This design comes from an exercise in tuning for small area, a short achievable clock period and few clock cycles on the open sky130 flow, not from production work.
Only simulation tests tie the RTL to the original design; equivalence was not proved.
Power and IR drop assume default switching activity.

$ cat design/flow/config.mk
export PLATFORM = sky130hd
export DESIGN_NAME = mips_core
export DESIGN_NICKNAME = mips_core
export VERILOG_FILES = /design/flow/design.v
export SDC_FILE = /design/flow/constraint.sdc
export NUM_CORES = 4
export LEC_CHECK = 0
export CAP_MARGIN = 20
export CORE_MARGIN = 2
export CORE_UTILIZATION = 45
export PLACE_DENSITY = 0.6
export SLEW_MARGIN = 20
$ cat design/flow/constraint.sdc
create_clock -name core_clock -period 8.0 [get_ports {clk}]
set_input_delay 1.6000 -clock core_clock [delete_from_list [all_inputs] [get_ports {clk}]]
set_output_delay 1.6000 -clock core_clock [all_outputs]
set_load 0.01 [all_outputs]
$ cat design/flow/design.v
`timescale 1ns / 1ps
module dff #(parameter WIDTH = 32) (  
    input clk,
	 input en,
	 input rst,
    input [WIDTH-1:0] datain,
    output reg [WIDTH-1:0] dataout
    );
	always@(posedge clk)
	begin
		if(rst)
			dataout <= 0;
		else if(en)
			dataout <= datain;
	end
endmodule
`timescale 1ns / 1ps
module mux #(parameter WIDTH = 32)(
    input sel,
    input [WIDTH-1:0] d0,
    input [WIDTH-1:0] d1,
    output [WIDTH-1:0] out
    );
	assign out = (sel == 1'b1 ? d1 : d0);
endmodule
`timescale 1ns / 1ps
module mux4 #(parameter WIDTH = 32)(
    input [1:0] sel,
    input [WIDTH-1:0] d0,
    input [WIDTH-1:0] d1,
	 input [WIDTH-1:0] d2,
	 input [WIDTH-1:0] d3,
    output reg [WIDTH-1:0] out
    );
	always@(*)
		case(sel)
			2'b00: out=d0;
			2'b01: out=d1;
			2'b10: out=d2;
			2'b11: out=d3;
			default:;
		endcase
endmodule
`timescale 1ns / 1ps
module alu(
    input [31:0] alu_a,
    input [31:0] alu_b,
    input [4:0] alu_op,
    output reg [31:0] alu_out
    );
	always@(*)
		case (alu_op)
			5'd00: alu_out = 0;
			5'd01: alu_out = alu_a + alu_b;
			5'd02: alu_out = alu_a - alu_b;
			5'd03: alu_out = alu_a & alu_b;
			5'd04 : alu_out = alu_a | alu_b;
			5'd05: alu_out = alu_a ^ alu_b;
			5'd06: alu_out = ~(alu_a | alu_b);
			5'd07: alu_out = alu_a + alu_b;
			5'd08: alu_out = alu_a - alu_b;
			5'd09:  
				begin
					if(alu_a[31] == alu_b[31]) alu_out = (alu_a < alu_b) ? 32'b1 : 32'b0;
					else alu_out = (alu_a[31] < alu_b[31]) ? 32'b0 : 32'b1;
				end
			5'd10: alu_out = (alu_a < alu_b) ? 32'b1 : 32'b0;
			5'd11: alu_out = alu_b << alu_a[4:0];
			5'd12: alu_out = alu_b >> alu_a[4:0];
			5'd13: alu_out = $signed(alu_b) >>> alu_a[4:0];
			5'd14: alu_out = alu_b; 
			5'd15: alu_out = alu_b << 16;
			default: alu_out = 0;
		endcase
endmodule
`timescale 1ns / 1ps
module compare(
	 input signed [31:0] a,
	 input signed [31:0] b,
	 output reg [1:0] res
    );
	 always @(*)
		if(a == b) res = 2'b01;
		else if(a < b) res = 2'b00;
		else res = 2'b10;
endmodule
`timescale 1ns / 1ps
module control(
	input clk,rst,
	input [5:0] Op,  
	input [4:0] Rt,  
	input [5:0] Funct, 
	input [1:0] RsCMPRt,
	input [1:0] RsCMPZero,
	output reg [1:0] PCSrc,  
	output reg RegDst, 
	output reg ALUSrcASel, 
	output reg [1:0] ALUSrcBSel,  
	output reg [4:0] ALUControl,
	output reg DMemRead, 
	output reg DMemWrite, 
	output reg DMemtoReg, 
	output reg RegWrite 
    );
	reg [1:0] tmpsrc;
	always @(*)
	begin
	tmpsrc = 2'b00;
	{{PCSrc},{RegDst},{ALUSrcASel},{ALUSrcBSel},{ALUControl},{DMemRead},{DMemWrite},{DMemtoReg},{RegWrite}}={{6'b00_0_0_00},{5'd00},{4'b0000}};
	if(rst) 
		begin
			{{PCSrc},{RegDst},{ALUSrcASel},{ALUSrcBSel},{ALUControl},{DMemRead},{DMemWrite},{DMemtoReg},{RegWrite}}={{6'b00_0_0_00},{5'd00},{4'b0001}};
		end
	else
				case(Op)
					6'b000000:  
						case(Funct)
							6'b000000:  
								{{PCSrc},{RegDst},{ALUSrcASel},{ALUSrcBSel},{ALUControl},{DMemRead},{DMemWrite},{DMemtoReg},{RegWrite}}={{6'b00_1_1_00},{5'd11},{4'b0001}};
							6'b000010:  
								{{PCSrc},{RegDst},{ALUSrcASel},{ALUSrcBSel},{ALUControl},{DMemRead},{DMemWrite},{DMemtoReg},{RegWrite}}={{6'b00_1_1_00},{5'd12},{4'b0001}};
							6'b000011:  
								{{PCSrc},{RegDst},{ALUSrcASel},{ALUSrcBSel},{ALUControl},{DMemRead},{DMemWrite},{DMemtoReg},{RegWrite}}={{6'b00_1_1_00},{5'd13},{4'b0001}};
							6'b000100:  
								{{PCSrc},{RegDst},{ALUSrcASel},{ALUSrcBSel},{ALUControl},{DMemRead},{DMemWrite},{DMemtoReg},{RegWrite}}={{6'b00_1_0_00},{5'd11},{4'b0001}};
							6'b000110:  
								{{PCSrc},{RegDst},{ALUSrcASel},{ALUSrcBSel},{ALUControl},{DMemRead},{DMemWrite},{DMemtoReg},{RegWrite}}={{6'b00_1_0_00},{5'd12},{4'b0001}};
							6'b000111:  
								{{PCSrc},{RegDst},{ALUSrcASel},{ALUSrcBSel},{ALUControl},{DMemRead},{DMemWrite},{DMemtoReg},{RegWrite}}={{6'b00_1_0_00},{5'd13},{4'b0001}};
							6'b001000:  
								{{PCSrc},{RegDst},{ALUSrcASel},{ALUSrcBSel},{ALUControl},{DMemRead},{DMemWrite},{DMemtoReg},{RegWrite}}={{6'b11_0_0_00},{5'd00},{4'b0000}};
							6'b001010:  
								{{PCSrc},{RegDst},{ALUSrcASel},{ALUSrcBSel},{ALUControl},{DMemRead},{DMemWrite},{DMemtoReg},{RegWrite}}={{6'b00_1_0_00},{5'd14},{3'b000},{RsCMPZero[0]}};
							6'b001011:  
								{{PCSrc},{RegDst},{ALUSrcASel},{ALUSrcBSel},{ALUControl},{DMemRead},{DMemWrite},{DMemtoReg},{RegWrite}}={{6'b00_1_0_00},{5'd14},{3'b000},{~RsCMPZero[0]}};
							6'b100000:  
								{{PCSrc},{RegDst},{ALUSrcASel},{ALUSrcBSel},{ALUControl},{DMemRead},{DMemWrite},{DMemtoReg},{RegWrite}}={{6'b00_1_0_00},{5'd01},{4'b0001}};
							6'b100001:  
								{{PCSrc},{RegDst},{ALUSrcASel},{ALUSrcBSel},{ALUControl},{DMemRead},{DMemWrite},{DMemtoReg},{RegWrite}}={{6'b00_1_0_00},{5'd07},{4'b0001}};
							6'b100010:  
								{{PCSrc},{RegDst},{ALUSrcASel},{ALUSrcBSel},{ALUControl},{DMemRead},{DMemWrite},{DMemtoReg},{RegWrite}}={{6'b00_1_0_00},{5'd02},{4'b0001}};
							6'b100011:  
								{{PCSrc},{RegDst},{ALUSrcASel},{ALUSrcBSel},{ALUControl},{DMemRead},{DMemWrite},{DMemtoReg},{RegWrite}}={{6'b00_1_0_00},{5'd02},{4'b0001}};
							6'b100100:  
								{{PCSrc},{RegDst},{ALUSrcASel},{ALUSrcBSel},{ALUControl},{DMemRead},{DMemWrite},{DMemtoReg},{RegWrite}}={{6'b00_1_0_00},{5'd03},{4'b0001}};
							6'b100101:  
								{{PCSrc},{RegDst},{ALUSrcASel},{ALUSrcBSel},{ALUControl},{DMemRead},{DMemWrite},{DMemtoReg},{RegWrite}}={{6'b00_1_0_00},{5'd04},{4'b0001}};
							6'b100110:  
								{{PCSrc},{RegDst},{ALUSrcASel},{ALUSrcBSel},{ALUControl},{DMemRead},{DMemWrite},{DMemtoReg},{RegWrite}}={{6'b00_1_0_00},{5'd05},{4'b0001}};
							6'b100111:  
								{{PCSrc},{RegDst},{ALUSrcASel},{ALUSrcBSel},{ALUControl},{DMemRead},{DMemWrite},{DMemtoReg},{RegWrite}}={{6'b00_1_0_00},{5'd06},{4'b0001}};
							6'b101010:  
								{{PCSrc},{RegDst},{ALUSrcASel},{ALUSrcBSel},{ALUControl},{DMemRead},{DMemWrite},{DMemtoReg},{RegWrite}}={{6'b00_1_0_00},{5'd09},{4'b0001}};
							6'b101011:  
								{{PCSrc},{RegDst},{ALUSrcASel},{ALUSrcBSel},{ALUControl},{DMemRead},{DMemWrite},{DMemtoReg},{RegWrite}}={{6'b00_1_0_00},{5'd10},{4'b0001}};
						endcase
					6'b000001: 
						case(Rt)
							6'b00000:  
							begin
								if(RsCMPZero == 2'b00) tmpsrc = 2'b01; else tmpsrc = 2'b00;
								{{PCSrc},{RegDst},{ALUSrcASel},{ALUSrcBSel},{ALUControl},{DMemRead},{DMemWrite},{DMemtoReg},{RegWrite}}={{tmpsrc},{4'b0_0_00},{5'd00},{4'b0000}};
							end
							6'b00001:  
							begin
								if(RsCMPZero == 2'b10 || RsCMPZero == 2'b01) tmpsrc = 2'b01; else tmpsrc = 2'b00;
								{{PCSrc},{RegDst},{ALUSrcASel},{ALUSrcBSel},{ALUControl},{DMemRead},{DMemWrite},{DMemtoReg},{RegWrite}}={{tmpsrc},{4'b0_0_00},{5'd00},{4'b0000}};
							end
						endcase
					6'b000010:  
						{{PCSrc},{RegDst},{ALUSrcASel},{ALUSrcBSel},{ALUControl},{DMemRead},{DMemWrite},{DMemtoReg},{RegWrite}}={{6'b10_0_0_00},{5'd00},{4'b0000}};
					6'b000100:  
						{{PCSrc},{RegDst},{ALUSrcASel},{ALUSrcBSel},{ALUControl},{DMemRead},{DMemWrite},{DMemtoReg},{RegWrite}}={{{1'b0},{RsCMPRt[0]}},{4'b0_0_00},{5'd00},{4'b0000}};
					6'b000101:  
						{{PCSrc},{RegDst},{ALUSrcASel},{ALUSrcBSel},{ALUControl},{DMemRead},{DMemWrite},{DMemtoReg},{RegWrite}}={{{1'b0},{~RsCMPRt[0]}},{4'b0_0_00},{5'd00},{4'b0000}};
					6'b000110:  
						begin
						if(RsCMPZero == 2'b00 || RsCMPZero == 2'b01) tmpsrc = 2'b01; else tmpsrc = 2'b00;
						{{PCSrc},{RegDst},{ALUSrcASel},{ALUSrcBSel},{ALUControl},{DMemRead},{DMemWrite},{DMemtoReg},{RegWrite}}={{tmpsrc},{4'b0_0_00},{5'd00},{4'b0000}};
						end
					6'b000111:  
						begin
						if(RsCMPZero == 2'b10) tmpsrc = 2'b01; else tmpsrc = 2'b00;
						{{PCSrc},{RegDst},{ALUSrcASel},{ALUSrcBSel},{ALUControl},{DMemRead},{DMemWrite},{DMemtoReg},{RegWrite}}={{tmpsrc},{4'b0_0_00},{5'd00},{4'b0000}};
						end
					6'b001000:  
						{{PCSrc},{RegDst},{ALUSrcASel},{ALUSrcBSel},{ALUControl},{DMemRead},{DMemWrite},{DMemtoReg},{RegWrite}}={{6'b00_0_0_01},{5'd01},{4'b0001}};
					6'b001001:  
						{{PCSrc},{RegDst},{ALUSrcASel},{ALUSrcBSel},{ALUControl},{DMemRead},{DMemWrite},{DMemtoReg},{RegWrite}}={{6'b00_0_0_01},{5'd07},{4'b0001}};
					6'b001010:  
						{{PCSrc},{RegDst},{ALUSrcASel},{ALUSrcBSel},{ALUControl},{DMemRead},{DMemWrite},{DMemtoReg},{RegWrite}}={{6'b00_0_0_01},{5'd09},{4'b0001}};
					6'b001011:  
						{{PCSrc},{RegDst},{ALUSrcASel},{ALUSrcBSel},{ALUControl},{DMemRead},{DMemWrite},{DMemtoReg},{RegWrite}}={{6'b00_0_0_01},{5'd10},{4'b0001}};
					6'b001100:  
						{{PCSrc},{RegDst},{ALUSrcASel},{ALUSrcBSel},{ALUControl},{DMemRead},{DMemWrite},{DMemtoReg},{RegWrite}}={{6'b00_0_0_10},{5'd03},{4'b0001}};
					6'b001101:  
						{{PCSrc},{RegDst},{ALUSrcASel},{ALUSrcBSel},{ALUControl},{DMemRead},{DMemWrite},{DMemtoReg},{RegWrite}}={{6'b00_0_0_10},{5'd04},{4'b0001}};
					6'b001110:  
						{{PCSrc},{RegDst},{ALUSrcASel},{ALUSrcBSel},{ALUControl},{DMemRead},{DMemWrite},{DMemtoReg},{RegWrite}}={{6'b00_0_0_10},{5'd05},{4'b0001}};
					6'b001111:  
						{{PCSrc},{RegDst},{ALUSrcASel},{ALUSrcBSel},{ALUControl},{DMemRead},{DMemWrite},{DMemtoReg},{RegWrite}}={{6'b00_0_0_10},{5'd15},{4'b0001}};
					6'b100011:  
						{{PCSrc},{RegDst},{ALUSrcASel},{ALUSrcBSel},{ALUControl},{DMemRead},{DMemWrite},{DMemtoReg},{RegWrite}}={{6'b00_0_0_01},{5'd01},{4'b1011}};
					6'b101011:  
						{{PCSrc},{RegDst},{ALUSrcASel},{ALUSrcBSel},{ALUControl},{DMemRead},{DMemWrite},{DMemtoReg},{RegWrite}}={{6'b00_0_0_01},{5'd01},{4'b0100}};
					default: ;
				endcase		
	end
endmodule
`timescale 1ns / 1ps
module forward(
	 input [4:0] Rs_EX,
	 input [4:0] Rt_EX,
    input RegWrite_MEM,
	 input RegWrite_WB,
    input [4:0] RegWtaddr_MEM,
	 input [4:0] RegWtaddr_WB,
	 output reg [1:0] RegRdout1Sel_Forward_EX,
	 output reg [1:0] RegRdout2Sel_Forward_EX
    );
	always @(*) begin
		RegRdout1Sel_Forward_EX[0] = RegWrite_WB && (RegWtaddr_WB != 0) && !(RegWrite_MEM && (RegWtaddr_MEM != 0) && (RegWtaddr_MEM == Rs_EX)) && (RegWtaddr_WB == Rs_EX);
		RegRdout1Sel_Forward_EX[1] = RegWrite_MEM && (RegWtaddr_MEM != 0) && (RegWtaddr_MEM == Rs_EX);
		RegRdout2Sel_Forward_EX[0] = RegWrite_WB && (RegWtaddr_WB != 0) && !(RegWrite_MEM && (RegWtaddr_MEM != 0) && (RegWtaddr_MEM == Rt_EX)) && (RegWtaddr_WB == Rt_EX);
		RegRdout2Sel_Forward_EX[1] = RegWrite_MEM && (RegWtaddr_MEM != 0) && (RegWtaddr_MEM == Rt_EX);	
	end
endmodule
`timescale 1ns / 1ps
module hazard( 
	 input [4:0] Rs_ID,
	 input [4:0] Rt_ID, 
	 input [5:0] Op_ID,
	 input [5:0] Funct_ID,
	 input [4:0] RegWtaddr_EX,
	 input DMemRead_EX,
	 input RegWrite_EX,
	 input [4:0] RegWtaddr_MEM,
	 input RegWrite_MEM,
	 output PCEn,
	 output IF_ID_En,
	 output ID_EX_Flush
    );
	wire LoadUse = ((RegWtaddr_EX == Rs_ID) || (RegWtaddr_EX == Rt_ID)) && DMemRead_EX;
	wire RsUsedID = (Op_ID == 6'b000000 && (Funct_ID == 6'b001000 || Funct_ID == 6'b001010 || Funct_ID == 6'b001011))  
	             || (Op_ID == 6'b000001) || (Op_ID[5:2] == 4'b0001);  
	wire RtUsedID = (Op_ID == 6'b000100) || (Op_ID == 6'b000101);  
	wire BusyEX_Rs = RegWrite_EX && (RegWtaddr_EX != 0) && (RegWtaddr_EX == Rs_ID);
	wire BusyEX_Rt = RegWrite_EX && (RegWtaddr_EX != 0) && (RegWtaddr_EX == Rt_ID);
	wire BusyMEM_Rs = RegWrite_MEM && (RegWtaddr_MEM != 0) && (RegWtaddr_MEM == Rs_ID);
	wire BusyMEM_Rt = RegWrite_MEM && (RegWtaddr_MEM != 0) && (RegWtaddr_MEM == Rt_ID);
	wire IDUse = (RsUsedID && (BusyEX_Rs || BusyMEM_Rs)) || (RtUsedID && (BusyEX_Rt || BusyMEM_Rt));
	assign ID_EX_Flush = LoadUse || IDUse;
	assign IF_ID_En = ~ID_EX_Flush;
	assign PCEn = ~ID_EX_Flush;
endmodule
`timescale 1ns / 1ps
module regfile(
	input	clk,
	input rst,
	input [4:0] rAddr1,
	output [31:0] rDout1,
	input [4:0] rAddr2,
	output [31:0] rDout2,
	input [4:0] wAddr,
	input [31:0] wDin,
	input wEna
);
	reg [31:0] data [1:31];
	integer i;
	wire wHit1 = wEna && (wAddr != 0) && (wAddr == rAddr1);
	wire wHit2 = wEna && (wAddr != 0) && (wAddr == rAddr2);
	assign rDout1 = (rAddr1 == 0) ? 32'b0 : wHit1 ? wDin : data[rAddr1];
	assign rDout2 = (rAddr2 == 0) ? 32'b0 : wHit2 ? wDin : data[rAddr2];
	always@(posedge clk)
		if(rst)
		begin
			for(i=1; i<32; i=i+1) data[i]<=0;
		end
		else
		begin
			if(wEna && (wAddr != 0))
				data[wAddr]<=wDin;
		end
endmodule
`timescale 1ns / 1ps
module IFID(
    input clk,
	 input en,
	 input flush,
    input [31:0] PCPlus_in,
	 input [31:0] IMemout_in,
    output [31:0] PCPlus_out,
	 output [31:0] IMemout_out
    );
	 dff dff1(clk,en,flush,PCPlus_in,PCPlus_out);
	 dff dff2(clk,en,flush,IMemout_in,IMemout_out);
endmodule
`timescale 1ns / 1ps
module IDEX(
    input clk,
	 input en,
	 input flush, 
	 input [31:0] PCPlus_in,
    input [31:0] RegRdout1_in,
	 input [31:0] RegRdout2_in,
	 input [31:0] IMMSignExtended_in,
	 input [31:0] IMMZeroExtended_in,
	 input [31:0] ShamtZeroExtended_in,
	 input [4:0] Rs_in,
	 input [4:0] Rt_in,
	 input [4:0] RegWtaddr_in,
	 output [31:0] PCPlus_out,
    output [31:0] RegRdout1_out,
	 output [31:0] RegRdout2_out,
	 output [31:0] IMMSignExtended_out,
	 output [31:0] IMMZeroExtended_out,
	 output [31:0] ShamtZeroExtended_out,
	 output [4:0] Rs_out,
	 output [4:0] Rt_out,
	 output [4:0] RegWtaddr_out,
	 input RegDst_in,
	 input ALUSrcASel_in,
	 input [1:0] ALUSrcBSel_in, 
	 input [4:0] ALUControl_in,
	 input DMemRead_in,
	 input DMemWrite_in,
	 input DMemtoReg_in,
	 input RegWrite_in,
	 output RegDst_out,
	 output ALUSrcASel_out,
	 output [1:0] ALUSrcBSel_out, 
	 output [4:0] ALUControl_out,
	 output DMemRead_out,
	 output DMemWrite_out,
	 output DMemtoReg_out,
	 output RegWrite_out
    );
	 dff dff1(clk,en,flush,PCPlus_in,PCPlus_out);
	 dff dff2(clk,en,flush,RegRdout1_in,RegRdout1_out);
	 dff dff3(clk,en,flush,RegRdout2_in,RegRdout2_out);
	 dff dff4(clk,en,flush,IMMSignExtended_in,IMMSignExtended_out);
	 dff dff5(clk,en,flush,IMMZeroExtended_in,IMMZeroExtended_out);
	 dff dff6(clk,en,flush,ShamtZeroExtended_in,ShamtZeroExtended_out);
	 dff #(5) dff7(clk,en,flush,Rs_in,Rs_out);
	 dff #(5) dff8(clk,en,flush,Rt_in,Rt_out);
	 dff #(5) dff9(clk,en,flush,RegWtaddr_in,RegWtaddr_out);
	 dff #(1) dff10(clk,en,flush,RegDst_in,RegDst_out);
	 dff #(1) dff11(clk,en,flush,ALUSrcASel_in,ALUSrcASel_out);
	 dff #(2) dff12(clk,en,flush,ALUSrcBSel_in,ALUSrcBSel_out);	 
	 dff #(5) dff13(clk,en,flush,ALUControl_in,ALUControl_out);	 
	 dff #(1) dff14(clk,en,flush,DMemRead_in,DMemRead_out);
	 dff #(1) dff15(clk,en,flush,DMemWrite_in,DMemWrite_out);
	 dff #(1) dff16(clk,en,flush,DMemtoReg_in,DMemtoReg_out);
	 dff #(1) dff17(clk,en,flush,RegWrite_in,RegWrite_out);	 
endmodule
`timescale 1ns / 1ps
module EXMEM(
    input clk,
	 input en,
	 input flush,
	 input [31:0] ALUResult_in,
	 input [31:0] DMemin_in,
	 input [4:0] RegWtaddr_in,
	 output [31:0] ALUResult_out,
	 output [31:0] DMemin_out,
	 output [4:0] RegWtaddr_out,
	 input DMemRead_in,
	 input DMemWrite_in,
	 input DMemtoReg_in,
	 input RegWrite_in,
	 output DMemRead_out,
	 output DMemWrite_out,
	 output DMemtoReg_out,
	 output RegWrite_out
    );
	 dff dff1(clk,en,flush,ALUResult_in,ALUResult_out);
	 dff dff2(clk,en,flush,DMemin_in,DMemin_out);
	 dff #(5) dff3(clk,en,flush,RegWtaddr_in,RegWtaddr_out);
	 dff #(1) dff14(clk,en,flush,DMemRead_in,DMemRead_out);
	 dff #(1) dff15(clk,en,flush,DMemWrite_in,DMemWrite_out);
	 dff #(1) dff16(clk,en,flush,DMemtoReg_in,DMemtoReg_out);
	 dff #(1) dff17(clk,en,flush,RegWrite_in,RegWrite_out);
endmodule
`timescale 1ns / 1ps
module MEMWB(
    input clk,
	 input en,
	 input flush,
	 input [31:0] ALUResult_in,
	 input [31:0] DMemout_in,
	 input [4:0] RegWtaddr_in,
	 output [31:0] ALUResult_out,
	 output [31:0] DMemout_out,
	 output [4:0] RegWtaddr_out,
	 input DMemtoReg_in,
	 input RegWrite_in,
	 output DMemtoReg_out,
	 output RegWrite_out
    );
	 dff dff1(clk,en,flush,ALUResult_in,ALUResult_out);
	 dff dff2(clk,en,flush,DMemout_in,DMemout_out);
	 dff #(5) dff3(clk,en,flush,RegWtaddr_in,RegWtaddr_out);
	 dff #(1) dff16(clk,en,flush,DMemtoReg_in,DMemtoReg_out);
	 dff #(1) dff17(clk,en,flush,RegWrite_in,RegWrite_out);
endmodule
`timescale 1ns / 1ps
module mips_core(
	input clk,
	input rst,
	output [31:0] imem_addr,
	input [31:0] imem_rdata,
	output [31:0] dmem_addr,
	output [31:0] dmem_wdata,
	output dmem_we,
	input [31:0] dmem_rdata
	);
	wire ALUSrcASel_ID;
	wire ALUSrcASel_EX;
	wire [1:0] ALUSrcBSel_ID;
	wire [1:0] ALUSrcBSel_EX;
	wire [31:0] ALUSrcA_EX;
	wire [31:0] ALUSrcB_EX;
	wire [4:0] ALUControl_ID;
	wire [4:0] ALUControl_EX;
	wire [31:0] ALUResult_EX;
	wire [31:0] ALUResult_MEM;
	wire [31:0] ALUResult_WB;
	wire [1:0] RsCMPZero;
	wire [1:0] RsCMPRt;
	wire [31:0] IMMSignExtended_ID;
	wire [31:0] IMMSignExtended_EX;
	wire [31:0] IMMZeroExtended_ID;
	wire [31:0] IMMZeroExtended_EX;
	wire [31:0] ShamtZeroExtended_ID;
	wire [31:0] ShamtZeroExtended_EX;
	wire [1:0] RegRdout1Sel_Forward_EX;
	wire [1:0] RegRdout2Sel_Forward_EX;
	wire [31:0] RegRdout1_Forward_EX;
	wire [31:0] RegRdout2_Forward_EX;
	wire [4:0] RegRdaddr1_ID;
	wire [31:0] RegRdout1_ID;
	wire [31:0] RegRdout1_EX;
	wire [4:0] RegRdaddr2_ID;
	wire [31:0] RegRdout2_ID;
	wire [31:0] RegRdout2_EX;
	wire [4:0] RegWtaddr_ID;
	wire [4:0] RegWtaddr_EX;
	wire [4:0] RegWtaddr_MEM;
	wire [4:0] RegWtaddr_WB;
	wire [31:0] RegWtin_WB;
	wire RegWrite_ID;
	wire RegWrite_EX;
	wire RegWrite_MEM;
	wire RegWrite_WB;
	wire RegDst_ID;
	wire RegDst_EX;
	wire [31:0] IMemout;
	wire [31:0] DMemaddr_MEM;
	wire [31:0] DMemin_MEM;
	wire DMemRead_ID;
	wire DMemRead_EX;
	wire DMemRead_MEM;
	wire [31:0] DMemout_MEM;
	wire [31:0] DMemout_WB;
	wire DMemWrite_ID;
	wire DMemWrite_EX;
	wire DMemWrite_MEM;
	wire DMemtoReg_ID;
	wire DMemtoReg_EX;
	wire DMemtoReg_MEM;
	wire DMemtoReg_WB;
	wire [31:0] PC;
	wire [31:0] PCPlus_IF;
	wire [31:0] PCPlus_ID;
	wire [31:0] PCPlus_EX;
	wire [31:0] nextPC;
	wire PCEn;
	wire [1:0] PCSrc_ID; 
	wire IF_ID_En;
	wire IF_ID_Flush;
	wire ID_EX_Flush;
	wire [31:0] PCJump_ID;
	wire [31:0] PCJR_ID;
	wire [31:0] PCBranch_ID;
	wire [31:0] Instr;
	wire [5:0] Funct;
	wire [4:0] Shamt;
	wire [15:0] IMM16;
	wire [4:0] Rd;
	wire [4:0] Rt;
	wire [4:0] Rs;
	wire [5:0] Op;
	wire [4:0] Rt_EX;
	wire [4:0] Rs_EX;
	wire [25:0] JumpIMM;
	wire [31:0] IMMSignExtendedShiftLeft2;
	mux4 MUXPC(
		.sel(PCSrc_ID),
		.d0(PCPlus_IF),
		.d1(PCBranch_ID),
		.d2(PCJump_ID),
		.d3(PCJR_ID),
		.out(nextPC)
	);
	dff DFFPC(
		.clk(clk),
		.en(PCEn),
		.rst(rst),
		.datain(nextPC),
		.dataout(PC)
	);
	alu ALUPCPlus(PC,32'd4,5'd01,PCPlus_IF);
	assign imem_addr = PC;
	assign IMemout = imem_rdata;
	IFID IFID(
		.clk(clk),
		.en(IF_ID_En),
		.flush(IF_ID_Flush || rst),
		.PCPlus_in(PCPlus_IF),
		.IMemout_in(IMemout),
		.PCPlus_out(PCPlus_ID),
		.IMemout_out(Instr)
	);
	assign JumpIMM = Instr[25:0];
	assign Funct = Instr[5:0];
	assign Shamt = Instr[10:6];
	assign IMM16 = Instr[15:0];
	assign Rd = Instr[15:11];
	assign Rt = Instr[20:16];
	assign Rs = Instr[25:21];
	assign Op = Instr[31:26];
	control control(
		.clk(clk),
		.rst(rst),
		.Op(Op),
		.Rt(Rt),
		.Funct(Funct),
		.RsCMPRt(RsCMPRt),
		.RsCMPZero(RsCMPZero),
		.PCSrc(PCSrc_ID),
		.RegDst(RegDst_ID),
		.ALUSrcASel(ALUSrcASel_ID),
		.ALUSrcBSel(ALUSrcBSel_ID),
		.ALUControl(ALUControl_ID),
		.DMemRead(DMemRead_ID),
		.DMemWrite(DMemWrite_ID),
		.DMemtoReg(DMemtoReg_ID),
		.RegWrite(RegWrite_ID)
	);
	assign RegRdaddr1_ID = Rs;
	assign RegRdaddr2_ID = Rt;
	mux #(5) MUXRegWtaddr(RegDst_ID,Rt,Rd,RegWtaddr_ID);
	assign ShamtZeroExtended_ID = {{27{1'b0}},Shamt};
	assign IMMSignExtended_ID = {{16{IMM16[15]}},IMM16};
	assign IMMZeroExtended_ID = {{16{1'b0}},IMM16};
	assign IMMSignExtendedShiftLeft2 = IMMSignExtended_ID << 2;
	alu BranchALU(PCPlus_ID,IMMSignExtendedShiftLeft2,5'd01,PCBranch_ID);
	assign PCJump_ID = {{PCPlus_ID[31:28]},{{2'b00,JumpIMM}<<2}};
	assign PCJR_ID = RegRdout1_ID;
	assign IF_ID_Flush = (PCSrc_ID != 2'b00) && !ID_EX_Flush;
	regfile regfile(clk,rst,RegRdaddr1_ID,RegRdout1_ID,RegRdaddr2_ID,RegRdout2_ID,RegWtaddr_WB,RegWtin_WB,RegWrite_WB);
	compare compare1(RegRdout1_ID,RegRdout2_ID,RsCMPRt); 
	compare compare2(RegRdout1_ID,32'd0,RsCMPZero); 
	hazard hazard(Rs,Rt,Op,Funct,RegWtaddr_EX,DMemRead_EX,RegWrite_EX,RegWtaddr_MEM,RegWrite_MEM,PCEn,IF_ID_En,ID_EX_Flush);
	IDEX IDEX(
		.clk(clk),
		.en(1'b1),
		.flush(ID_EX_Flush || rst),
		.PCPlus_in(PCPlus_ID),
		.RegRdout1_in(RegRdout1_ID),
		.RegRdout2_in(RegRdout2_ID),
		.IMMSignExtended_in(IMMSignExtended_ID),
		.IMMZeroExtended_in(IMMZeroExtended_ID),
		.ShamtZeroExtended_in(ShamtZeroExtended_ID),
		.Rs_in(Rs),
		.Rt_in(Rt),
		.RegWtaddr_in(RegWtaddr_ID),
		.PCPlus_out(PCPlus_EX),
		.RegRdout1_out(RegRdout1_EX),
		.RegRdout2_out(RegRdout2_EX),
		.IMMSignExtended_out(IMMSignExtended_EX),
		.IMMZeroExtended_out(IMMZeroExtended_EX),
		.ShamtZeroExtended_out(ShamtZeroExtended_EX),
		.Rs_out(Rs_EX),
		.Rt_out(Rt_EX),
		.RegWtaddr_out(RegWtaddr_EX),
		.RegDst_in(RegDst_ID),
		.ALUSrcASel_in(ALUSrcASel_ID),
		.ALUSrcBSel_in(ALUSrcBSel_ID),
		.ALUControl_in(ALUControl_ID),
		.DMemRead_in(DMemRead_ID),
		.DMemWrite_in(DMemWrite_ID),
		.DMemtoReg_in(DMemtoReg_ID),
		.RegWrite_in(RegWrite_ID),
		.RegDst_out(RegDst_EX),
		.ALUSrcASel_out(ALUSrcASel_EX),
		.ALUSrcBSel_out(ALUSrcBSel_EX),
		.ALUControl_out(ALUControl_EX),
		.DMemRead_out(DMemRead_EX),
		.DMemWrite_out(DMemWrite_EX),
		.DMemtoReg_out(DMemtoReg_EX),
		.RegWrite_out(RegWrite_EX)
	);
	forward forward(Rs_EX,Rt_EX,RegWrite_MEM,RegWrite_WB,RegWtaddr_MEM,RegWtaddr_WB,RegRdout1Sel_Forward_EX,RegRdout2Sel_Forward_EX);
	mux4 MUXRegRdout1FW(RegRdout1Sel_Forward_EX,RegRdout1_EX,RegWtin_WB,ALUResult_MEM,32'd0,RegRdout1_Forward_EX); 
	mux4 MUXRegRdout2FW(RegRdout2Sel_Forward_EX,RegRdout2_EX,RegWtin_WB,ALUResult_MEM,32'd0,RegRdout2_Forward_EX); 
	mux MUXALUSrcA(ALUSrcASel_EX,RegRdout1_Forward_EX,ShamtZeroExtended_EX,ALUSrcA_EX);
	mux4 MUXALUSrcB(ALUSrcBSel_EX,RegRdout2_Forward_EX,IMMSignExtended_EX,IMMZeroExtended_EX,32'd0,ALUSrcB_EX);
	alu alu(ALUSrcA_EX,ALUSrcB_EX,ALUControl_EX,ALUResult_EX);
	EXMEM EXMEM(
		.clk(clk),
		.en(1'b1),
		.flush(rst),
		.ALUResult_in(ALUResult_EX),
		.DMemin_in(RegRdout2_Forward_EX),
		.RegWtaddr_in(RegWtaddr_EX),
		.ALUResult_out(ALUResult_MEM),
		.DMemin_out(DMemin_MEM),
		.RegWtaddr_out(RegWtaddr_MEM),
		.DMemRead_in(DMemRead_EX),
		.DMemWrite_in(DMemWrite_EX),
		.DMemtoReg_in(DMemtoReg_EX),
		.RegWrite_in(RegWrite_EX),
		.DMemRead_out(DMemRead_MEM),
		.DMemWrite_out(DMemWrite_MEM),
		.DMemtoReg_out(DMemtoReg_MEM),
		.RegWrite_out(RegWrite_MEM)
	);
	assign DMemaddr_MEM = ALUResult_MEM;
	assign dmem_addr = DMemaddr_MEM;
	assign dmem_wdata = DMemin_MEM;
	assign dmem_we = DMemWrite_MEM;
	assign DMemout_MEM = dmem_rdata;
	MEMWB MEMWB(
		.clk(clk),
		.en(1'b1),
		.flush(rst),
		.ALUResult_in(ALUResult_MEM),
		.DMemout_in(DMemout_MEM),
		.RegWtaddr_in(RegWtaddr_MEM),
		.ALUResult_out(ALUResult_WB),
		.DMemout_out(DMemout_WB),
		.RegWtaddr_out(RegWtaddr_WB),
		.DMemtoReg_in(DMemtoReg_MEM),
		.RegWrite_in(RegWrite_MEM),
		.DMemtoReg_out(DMemtoReg_WB),
		.RegWrite_out(RegWrite_WB)
	);
	mux MUXDMemtoReg(DMemtoReg_WB,ALUResult_WB,DMemout_WB,RegWtin_WB);
endmodule
$ cat design/flow/run.sh
#!/bin/bash
# synth_recipe.tcl (not shown) runs the flow's synth.tcl, then flattens the netlist and writes it again
# the make line also repeats each setting of config.mk as NAME=value (left out here)
make -C /OpenROAD-flow-scripts/flow DESIGN_CONFIG=/design/flow/config.mk WORK_HOME=/design/flow/orfs CLKGATE_MAP_FILE= SYNTH_SCRIPT=/design/flow/synth_recipe.tcl finish
==> results by group <==
Placed design
  – Global placement routability congestion: between 1 and 1.5
  – # port buffers: between 150 and 200
  – Post-DP HPWL: approximately 230 mm

Floorplanning
  – Initial Util: approximately 45%
  – Die Span Y: between 400 and 500 µm
  – FP Rows: ~150
  – Core ar.: between 150000 and 200000 µm²
  – Die ar.: approximately 180000 µm²
  – Die X: between 400 and 500 µm
  – Ports: 163

Critical path
  – CP Buf/Inv Count: 1
  – Crit Path Category: register to register
  – CP max stage cell: o21ai_1
  – Critical-path cell list: or3_1 -> o21a_1 -> a31oi_1 -> o31ai_1 -> mux2i_1 -> o21ai_1 -> ha_1 -> o21ba_2 -> o21ai_0 -> a21oi_1 -> o21bai_1 -> a311oi_1 -> o31ai_1 -> a211o_1 -> a221oi_1 -> a221oi_1 -> a221oi_1 -> buf_4 -> nor3_1 -> o41ai_1 -> o211ai_1
  – Worst Setup Start Kind: register
  – Critical Path AT: 7.89 ns
  – Max incr delay on CP: 0.89 ns
  – Worst Setup End Kind: register
  – Critical Path RT: 8.70 ns
  – Maximum fanout along the worst path: 13
  – CP dominant cell by count: a221oi_1
  – CP delay by family, top: compound AO/OA/AOI/OAI gates

Synthesis
  – Warnings, synthesis: 10
  – Share of the synthesized area in the top cell type: 39.0%
  – Sequential element share of the synthesized area: roughly half
  – Post-synth top area cell: edfxtp_1
  – Synth Instances: between 7000 and 8000
  – Post-synth EDFFs: approximately 1000
  – Average size of a mapped cell: 11.1 µm²
  – Synth cell count leaders: nor2_1 (1387), edfxtp_1 (1024), mux4_2 (484)
  – Synth Register Bits: 1378
  – Top area cells in the synthesized netlist: edfxtp_1 (39%), mux4_2 (14%), dfxtp_1 (9.0%)
  – Post-synth ARST share: 0%
  – Top FF cell, synth: edfxtp_1
  – Number of distinct library cells after synthesis: 110
  – Syn Std Cell Area: 78800 µm²
  – Most frequent cell after synthesis: nor2_1

Routing
  – DRC errors left: 0
  – DR WL/cell: approximately 36 µm
  – DR vias: 65300
  – Drt total wl: roughly 340 mm
  – Vias/cell: between 6 and 7
  – Antenna viol nets, final: 0
  – 1st-iter DRT viols: about 11000
  – First-pass DRT Iterations: 7

Clocking
  – CTS tree: yes
  – H-tree depth: 4
  – Clk latency of the worst-skew pair: between 0.8 and 0.9 ns
  – Post-CTS Resized: 0
  – Clk buf depth: 3
  – Worst-path clk slew: roughly 0.060 ns
  – # Post-CTS Setup Buffers: 0
  – CTS root buffer: clkbuf_16
  – CTS Hold Bufs: 0
  – Cts bufs inserted: roughly 160
  – CTS Sinks: approximately 1400

GRT
  – Grt peak-use layer: met2
  – First-pass GRT wire length: between 400 and 500 mm
  – Initial antenna violation count: 17
  – GR Layer Usage met2: 57.6%
  – Vias in the first global route: 62400
  – Met1 Usage GRT: a little under half
  – Total GRT Usage: 37.6%
  – Global route overflow: 0
  – Pin count of the biggest net entering global routing: 76
  – Met3 usage: approximately a tenth

Timing
  – Min Hold Slack: ~0.48 ns
  – Final setup TNS: 0 ns
  – Final setup viols: 0
  – Worst-margin pin slew: between 1 and 1.5 ns
  – Fin. max-slew vios: 0
  – F_max: 139 MHz
  – Fin crit period: 7.19 ns
  – Final Hold Vio Count: 0
  – Final worst-path cycle share: 89.9%
  – Clock skew: between 0.04 and 0.05 ns
  – Slew headroom: about a tenth
  – RSZ-0062 raised after global routing: false

Layout
  – Layout cells sized above 1: 17.5%
  – Area Overhead vs Synth: 12.7%
  – Fill cells: 15300
  – Final net count: about 7300

Power
  – Leakage: 31.0 nW
  – Power per cell area: approximately 210 nW/µm²
  – Peak VDD IR: roughly 0.22 mV

Outcome
  – Outcome: no timing/DRC/antenna violations

Flow run
  – Maxcap violations: 0

Worst hold path
  – Hold Crit Class: register to register
## metal layers
| layer | vias up | wire length (µm) |
|---|---|---|
| met5 | - | 77 |
| met2 | 5034 | 154000 |
| met1 | 32500 | 121000 |
| li1 | 26600 | - |
| met4 | 10 | 25000 |
| met3 | 1108 | 43000 |
## registers in the layout (all words and copies together), names as in the netlist, 12 cells and up, named ones only
signal,count
EXMEM.dff2.dataout,32
MEMWB.dff1.dataout,32
IFID.dff2.dataout,32
IDEX.dff2.dataout,32
EXMEM.dff1.dataout,32
IFID.dff1.dataout,32
DFFPC.dataout,32
MEMWB.dff2.dataout,32
IDEX.dff3.dataout,32
regfile.data,1024
IDEX.dff5.dataout,12
## report_power, final
part	leakage, nW	switching, mW	internal, mW
clock	2.54	3.22	4.20
sequential	13.5	0.255	7.92
combinational	15.0	2.23	1.20
total	31.0	5.70	13.3
## area by class of cell
cell class,count,area [µm²],area share [%]
clock buffers,195,4260,4.80
diodes,6,15.0,0.0169
well taps,2325,2910,3.28
multi-input cells,4936,38100,42.9
clock inverters,86,931,1.05
flip-flops and latches,1378,37900,42.6
repair buffers,466,4110,4.63
inverters,168,632,0.712
## placed cells by master (no fill, tap or decap), types with 82 or more instances in the layout
master,count
mux2i_1,199
nand2_1,423
nor2b_1,104
buf_4,288
nor2_1,1381
inv_1,158
edfxtp_1,1024
and3_1,92
xnor2_1,85
nor3_1,82
mux4_2,484
o21ai_0,273
a21oi_1,255
a22oi_1,131
ha_1,133
dfxtp_1,346
clkdlybuf4s50_1,161
clkbuf_16,159
## kinds of logic (layout without fill, tap and decap cells)
| group | after synthesis | after routing | synth area share [%] |
|---|---|---|---|
| and+or+nand+nor | 2519 | 2519 | 13.9 |
| DFF | 1378 | 1378 | 48.0 |
| AOI/OAI and AO/OA | 1362 | 1362 | 11.8 |
| buffers and inverters | 829 | 915 | 4.77 |
| muxes | 768 | 768 | 18.0 |
| adders and majority gates | 137 | 137 | 2.20 |
| xor gates and xnor gates | 118 | 118 | 1.31 |
| other | 1 | 38 | 0.00476 |
## per-stage QoR
stage	setup slack [ns]	util, %	total power [mW]	area, µm²	std cells
after floorplan	1.60	-	10.3	78900	7143
after global placement	1.02	48.0	11.6	83500	9271
after detailed placement	1.10	48.0	11.6	83600	9273
after CTS	1.04	51.0	18.9	88800	9554
after global routing	0.503	51.0	19.4	88800	9554
final	0.805	51.0	19.0	88800	9560
## final timing paths
check	startpoint	endpoint	slack [ns]	cells past startpoint
hold reg to reg	EXMEM.dff16.dataout$_SDFF_PP0_	MEMWB.dff16.dataout$_SDFF_PP0_	0.48	1
hold / removal	EXMEM.dff16.dataout$_SDFF_PP0_	MEMWB.dff16.dataout$_SDFF_PP0_	0.48	1
setup reg to reg	MEMWB.dff3.dataout[2]$_SDFF_PP0_	EXMEM.dff1.dataout[31]$_SDFF_PP0_	0.81	21
setup / recovery	MEMWB.dff3.dataout[2]$_SDFF_PP0_	EXMEM.dff1.dataout[31]$_SDFF_PP0_	0.81	21
Testbench counts, summed over its fixed seeds: cycles 60,506.

[static timing again, ports no longer ideal]
How much do the figures lean on ideal ports? The routed layout below was timed once more, with nothing changed but the port constraints. Step 1 assumes that a clkbuf_16 drives the clock port and a buf_2 every other input. Step 2, shift: input delay + t, output delay - t, t = (earliest + latest rising clock arrival at the registers) / 2. This alone moves slack from input paths to output paths. Three values: ideal, step 1, step 2; two values: the first two.
t (ns): 0.924
slack for setup (ns): 0.805 / 0.805 / 0.805
clock arrival spread, ns: 0.042 / 0.042
worst data-port slew with drivers (ns): 0.06
After both steps setup and hold are still met in this run. The setup slack of this run moves by 0.000 ns with the drivers and by 0.000 ns with both steps.
